This is an optimization exercise on Yosys and OpenROAD, whose aim is small area and a short achievable clock period, not a production implementation. Only simulation tests tie the RTL to the original design; equivalence was not proved.

==> flow/design.v <==
module ohs_boost_l2 #(
  parameter data_width = 32,
  parameter data_decimal = 22
)(
  input aclk, 
  input resetn, 
  input ce,
  input signed [data_width-1:0] kL,
  input signed [data_width-1:0] kRL,
  input signed [data_width-1:0] kC,
  input signed [data_width-1:0] kR,
  input signed [data_width-1:0] vdc,
  input S1_pwm,
  output wire signed [data_width-1:0] iL,
  output wire signed [data_width-1:0] vL,
  output reg signed [data_width-1:0] iC,
  output wire signed [data_width-1:0] vC,
  output wire signed [data_width-1:0] iLoad
);
wire signed [(data_width*2)-1:0] vL_k_ds;
reg signed [data_width-1:0] v2;
wire signed [data_width-1:0] vL_k;
reg signed [data_width-1:0] v1L;
reg signed [data_width-1:0] iL_1;
wire signed [(data_width*2)-1:0] vRL_k_ds;
wire signed [data_width-1:0] vRL_k;
reg signed [data_width-1:0] iCR;
wire signed [(data_width*2)-1:0] iC_k_ds;
wire signed [data_width-1:0] iC_k;
reg signed [data_width-1:0] vC_1;
wire signed [(data_width*2)-1:0] iR_k_ds;
wire signed [data_width-1:0] iR_k;
assign vRL_k_ds = $signed({{data_width{iL[data_width-1]}}, iL} * {{data_width{kRL[data_width-1]}}, kRL});
assign vRL_k = $signed(vRL_k_ds >>> data_decimal);
always @(posedge aclk)
  if (!resetn)
    v1L <= {data_width{1'b0}};
  else
    v1L <= vdc - vRL_k;
assign vL = v1L-v2;
assign vL_k_ds = $signed({{data_width{vL[data_width-1]}}, vL} * {{data_width{kL[data_width-1]}}, kL});
assign vL_k = $signed(vL_k_ds >>> data_decimal);
assign iL = vL_k + iL_1;
always @(posedge aclk)
  if (!resetn)
    iL_1 <= {data_width{1'b0}};
  else 
    if (ce)
      iL_1 <= iL;
  always @(posedge aclk)
    if (!resetn)
      iCR <= {data_width{1'b0}};
    else
      iCR <= S1_pwm? {data_width{1'b0}}: iL;
  always @(posedge aclk)
    if (!resetn)
      iC <= {data_width{1'b0}};
    else 
      iC <= iCR - iLoad;
  assign iC_k_ds = $signed({{data_width{iC[data_width-1]}}, iC} * {{data_width{kC[data_width-1]}}, kC});
  assign iC_k = $signed(iC_k_ds >>> data_decimal);
  assign vC = iC_k + vC_1;
  always @(posedge aclk)
    if (!resetn)
      vC_1 <= {data_width{1'b0}};
    else 
      if (ce)
        vC_1 <= vC;
  always @(posedge aclk)
    if (!resetn)
      v2 <= {data_width{1'b0}};
    else 
      v2 <= S1_pwm? {data_width{1'b0}}: vC;
  assign iR_k_ds = $signed({{data_width{vC[data_width-1]}}, vC} * {{data_width{kR[data_width-1]}}, kR});
  assign iR_k = $signed(iR_k_ds >>> data_decimal); 
  assign iLoad = iR_k;
endmodule
==> flow/run.sh <==
#!/bin/bash
# synth_recipe.tcl (not shown) runs the flow's synth.tcl, then flattens the netlist and writes it again
# the make line also repeats each setting of config.mk as NAME=value (left out here)
make -C /OpenROAD-flow-scripts/flow DESIGN_CONFIG=/design/flow/config.mk WORK_HOME=/design/flow/orfs CLKGATE_MAP_FILE= SYNTH_SCRIPT=/design/flow/synth_recipe.tcl finish
==> flow/config.mk <==
export PLATFORM = sky130hd
export DESIGN_NAME = ohs_boost_l2
export DESIGN_NICKNAME = ohs_boost_l2
export VERILOG_FILES = /design/flow/design.v
export SDC_FILE = /design/flow/constraint.sdc
export NUM_CORES = 4
export LEC_CHECK = 0
export CAP_MARGIN = 20
export CORE_MARGIN = 2
export CORE_UTILIZATION = 40
export SLEW_MARGIN = 20
==> flow/constraint.sdc <==
create_clock -name core_clock -period 34.0 [get_ports {aclk}]
set_input_delay 6.8000 -clock core_clock [delete_from_list [all_inputs] [get_ports {aclk}]]
set_output_delay 6.8000 -clock core_clock [all_outputs]
set_load 0.01 [all_outputs]
==> run summary <==
cell type report:
class	count	area share
Multi-Input combinational cell	10350	0.7970
Inverter	3968	0.1005
Tap cell	4578	0.03863
Timing Repair Buffer	582	0.03362
Sequential cell	192	0.02597
Clock buffer	18	0.002895
Clock inverter	14	0.001215
Antenna cell	14	0.0002363
state kept, by name, summed over array words and instances, names as in the netlist:
signal and count:
iC 32, iCR 32, iL_1 32, v1L 32, v2 32, vC_1 32
cell usage after synthesis (92+ instances only):
library cell | number | area (µm²)
xnor2_1 | 243 | 2128
nand2b_1 | 92 | 575.6
clkbuf_1 | 752 | 2823
inv_1 | 3966 | 14890
and2_1 | 1618 | 10120
dfxtp_1 | 192 | 3844
fa_1 | 3809 | 76250
nor2_1 | 310 | 1164
ha_1 | 836 | 10460
nand2_1 | 2298 | 8626
a21oi_1 | 181 | 905.9
nor2b_1 | 160 | 1001
o21ai_0 | 105 | 525.5
routing by layer:
layer | vias to the layer above | share of wire
met2 | 3564 | 0.46
met4 | 6 | 0.043
li1 | 42850 | -
met3 | 669 | 0.078
met5 | - | 0.000094
met1 | 52440 | 0.42
worst max path at each step:
stage	endpoint	slack, ns	cells past startpoint
final	iLoad[22]	0.81	72
after global routing	iLoad[22]	-0.1	72
after CTS	iLoad[22]	0.33	70
after detailed placement	iLoad[22]	0.40	73
after global placement	iLoad[22]	0.57	70
after floorplan	iLoad[31]	3.94	61
metrics by stage:
stage / cells / worst slack, ns
3_5_place_dp: 19660 / 0.4018
3_3_place_gp: 19660 / 0.5738
2_1_floorplan: 15270 / 3.941
5_1_grt: 19710 / -0.09761
6_report: 19710 / 0.8055
4_1_cts: 19700 / 0.3295
worst register-to-register path: cells and delay by family (launching register included):
kind | cells | cell delay [ns]
AND/OR/NAND/NOR | 19 | 3.35
adder cells (fa/ha/maj) | 22 | 9.61
XOR/XNOR | 8 | 2.39
buffers and inverters | 9 | 1.11
AO/OA/AOI/OAI | 32 | 9.09
flip-flops | 1 | 0.33
logic make-up (layout without fill, tap and decap cells):
kind of cell	count (synthesis)	in the layout	share of synthesized area
fa+ha+maj	4645	4645	0.6244
compound gates	607	607	0.02843
simple gates	4687	4687	0.1639
mux	60	60	0.004325
buf+inv	4735	4582	0.1280
flops	192	192	0.02768
xor+xnor	348	348	0.02325
other cells	0	14	0
what timing repair did:
action / 4_1_cts / 5_1_grt
setup buffers: 0 / 2
hold endpoints to repair: 0 / 0
resized for setup: 0 / 9
setup endpoints to repair: 0 / 10
==> flow_metrics.py <==
metrics = {
    "grt": {
        "top_usage_layer": "met2",
        "grt_usage": 0.2511,
        "grt_pass1_vias": 108900,
        "grt_overflow": 0,
        "met2_usage": 0.4039,
        "grt_pass1_wl_mm": 667.0,
        "grt_max_degree": 66,
        "antenna_found_initial": 30,
        "grt_util_met1": 0.3415,
        "use_met3": 0.04011,
    },
    "synth": {
        "syn_inst": 15270,
        "synth_edf_count": 0,
        "synth_seq_cells": 192,
        "yosys_warnings": 1,
        "synthArstFlopShare": 0,
        "ys_types": 80,
        "synth_area_um2": 138900,
        "synthFlopType": "dfxtp_1",
        "yosysSeqAreaShare": 0.02768,
        "syn_avg_cell_area_um2": 9.092,
        "syn_nets": 20080,
    },
    "job": {
        "cap_violations": 0,
    },
    "setup_path": {
        "rr_worst_depth": 90,
        "required_ns": 27.20,
        "crit_path_end_kind": "output pin",
        "crit_path_max_incr_delay_ns": 0.65,
        "critPathBufInv": 14,
        "rr_startpoint": "v1L[0]",
        "cpMaxStageDelayCell": "clkdlybuf4s50_1",
        "ff2ff_setup_slack_ns": 8.01,
        "timing.rr.end": "v1L[31]",
        "worst_path_most_repeated_cell": "fa_1",
        "cp_max_fo": 21,
        "worstPathArrival_ns": 26.39,
        "worstSetupPathType": "in -> out",
        "critPathTopFamily": "adder cells",
        "start_kind": "primary input",
        "startpoint": "kC[2]",
    },
    "placement": {
        "globalplace.congestion": 0.8945,
        "dp_hpwl_mm": 327.3,
        "portBuffers": 323,
        "placed_area_um2": 147500,
    },
    "layout": {
        "layout_commonest_cell": "inv_1",
        "fill_cells": 34100,
        "area_delta_synth_final_pct": 6.767,
        "final_util": 0.4286,
        "layout_common_cells": "inv_1, fa_1, nand2_1",
        "final_cell_area_um2": 148300,
        "layout-drive-gt1-share": 0.03088,
        "ff_latch_area_um2": 3851,
        "multi_input_area_um2": 118200,
        "finalNetCount": 19920,
    },
    "timing": {
        "maxSlewViolCount": 0,
        "period_minus_slack_ns": 33.19,
        "finalSetupTns_ns": 0,
        "worst_pin_slew_ns": 1.157,
        "slew_headroom": 0.2234,
        "setup_viol_count_final": 0,
        "finClkSkew_ns": 0.02666,
        "hold_slack_ns": 0.4994,
        "fmax_ghz": 0.03013,
        "final-hold-violation-count": 0,
        "finalCritPeriodShare": 0.9763,
    },
    "min_path": {
        "whs_endpoint": "iL_1[14]",
        "worstHoldPathType": "reg -> reg",
        "min_from": "iL_1[14]",
        "whs_path_depth": 2,
    },
    "clock_tree": {
        "postCtsHoldBufs": 0,
        "htree_num_levels": 4,
        "clk_pin_slew_ns": 0.08,
        "cts_made_buffers": 17,
        "insertion_delay_ns": 0.51,
        "cts_tree": "yes",
        "cts_sinks": 192,
        "cts_buffer_depth": 2,
        "cts_root_buf": "clkbuf_16",
    },
    "route": {
        "via_count": 99530,
        "drt_iter0_markers": 6627,
        "wl_mm": 423.8,
        "drc": 0,
        "wire_per_inst_um": 21.50,
        "drtPass1Iterations": 6,
        "ant_nets": 0,
        "via_per_inst": 5.049,
    },
    "status": {
        "outcome": "timing/DRC/antenna clean",
    },
    "floorplan": {
        "die-height_um": 593.2,
        "core-area_um2": 345900,
        "start_util": 0.4014,
        "rows": 216,
        "fp.dieW_um": 593.2,
        "die-area_um2": 351900,
        "io_pins": 324,
    },
}

-- re-timing with driven ports --
The results above use ideal ports. As a check the final layout listed here was re-extracted and re-timed, cells and wires unchanged. Step 1 assumes that a clkbuf_16 drives the clock port and a buf_2 every other input. Step 2 times the ports against the registers' clock, not the clock port: input delays grow and output delays shrink by t, the midpoint of the rising clock arrivals with the driver on. Slacks: ideal ports / drivers / drivers and shift; pairs: ideal ports / drivers.
shift t [ns]: 0.589
setup slack, ns: 0.806 / 0.764 / 0.764
latest minus earliest clock arrival (ns): 0.027 / 0.027
worst slew at a driven data input, ns: 0.28
After both steps setup and hold are still met in this run. For this run, drivers alone change the setup slack by -0.042 ns; drivers and shift together by -0.042 ns.
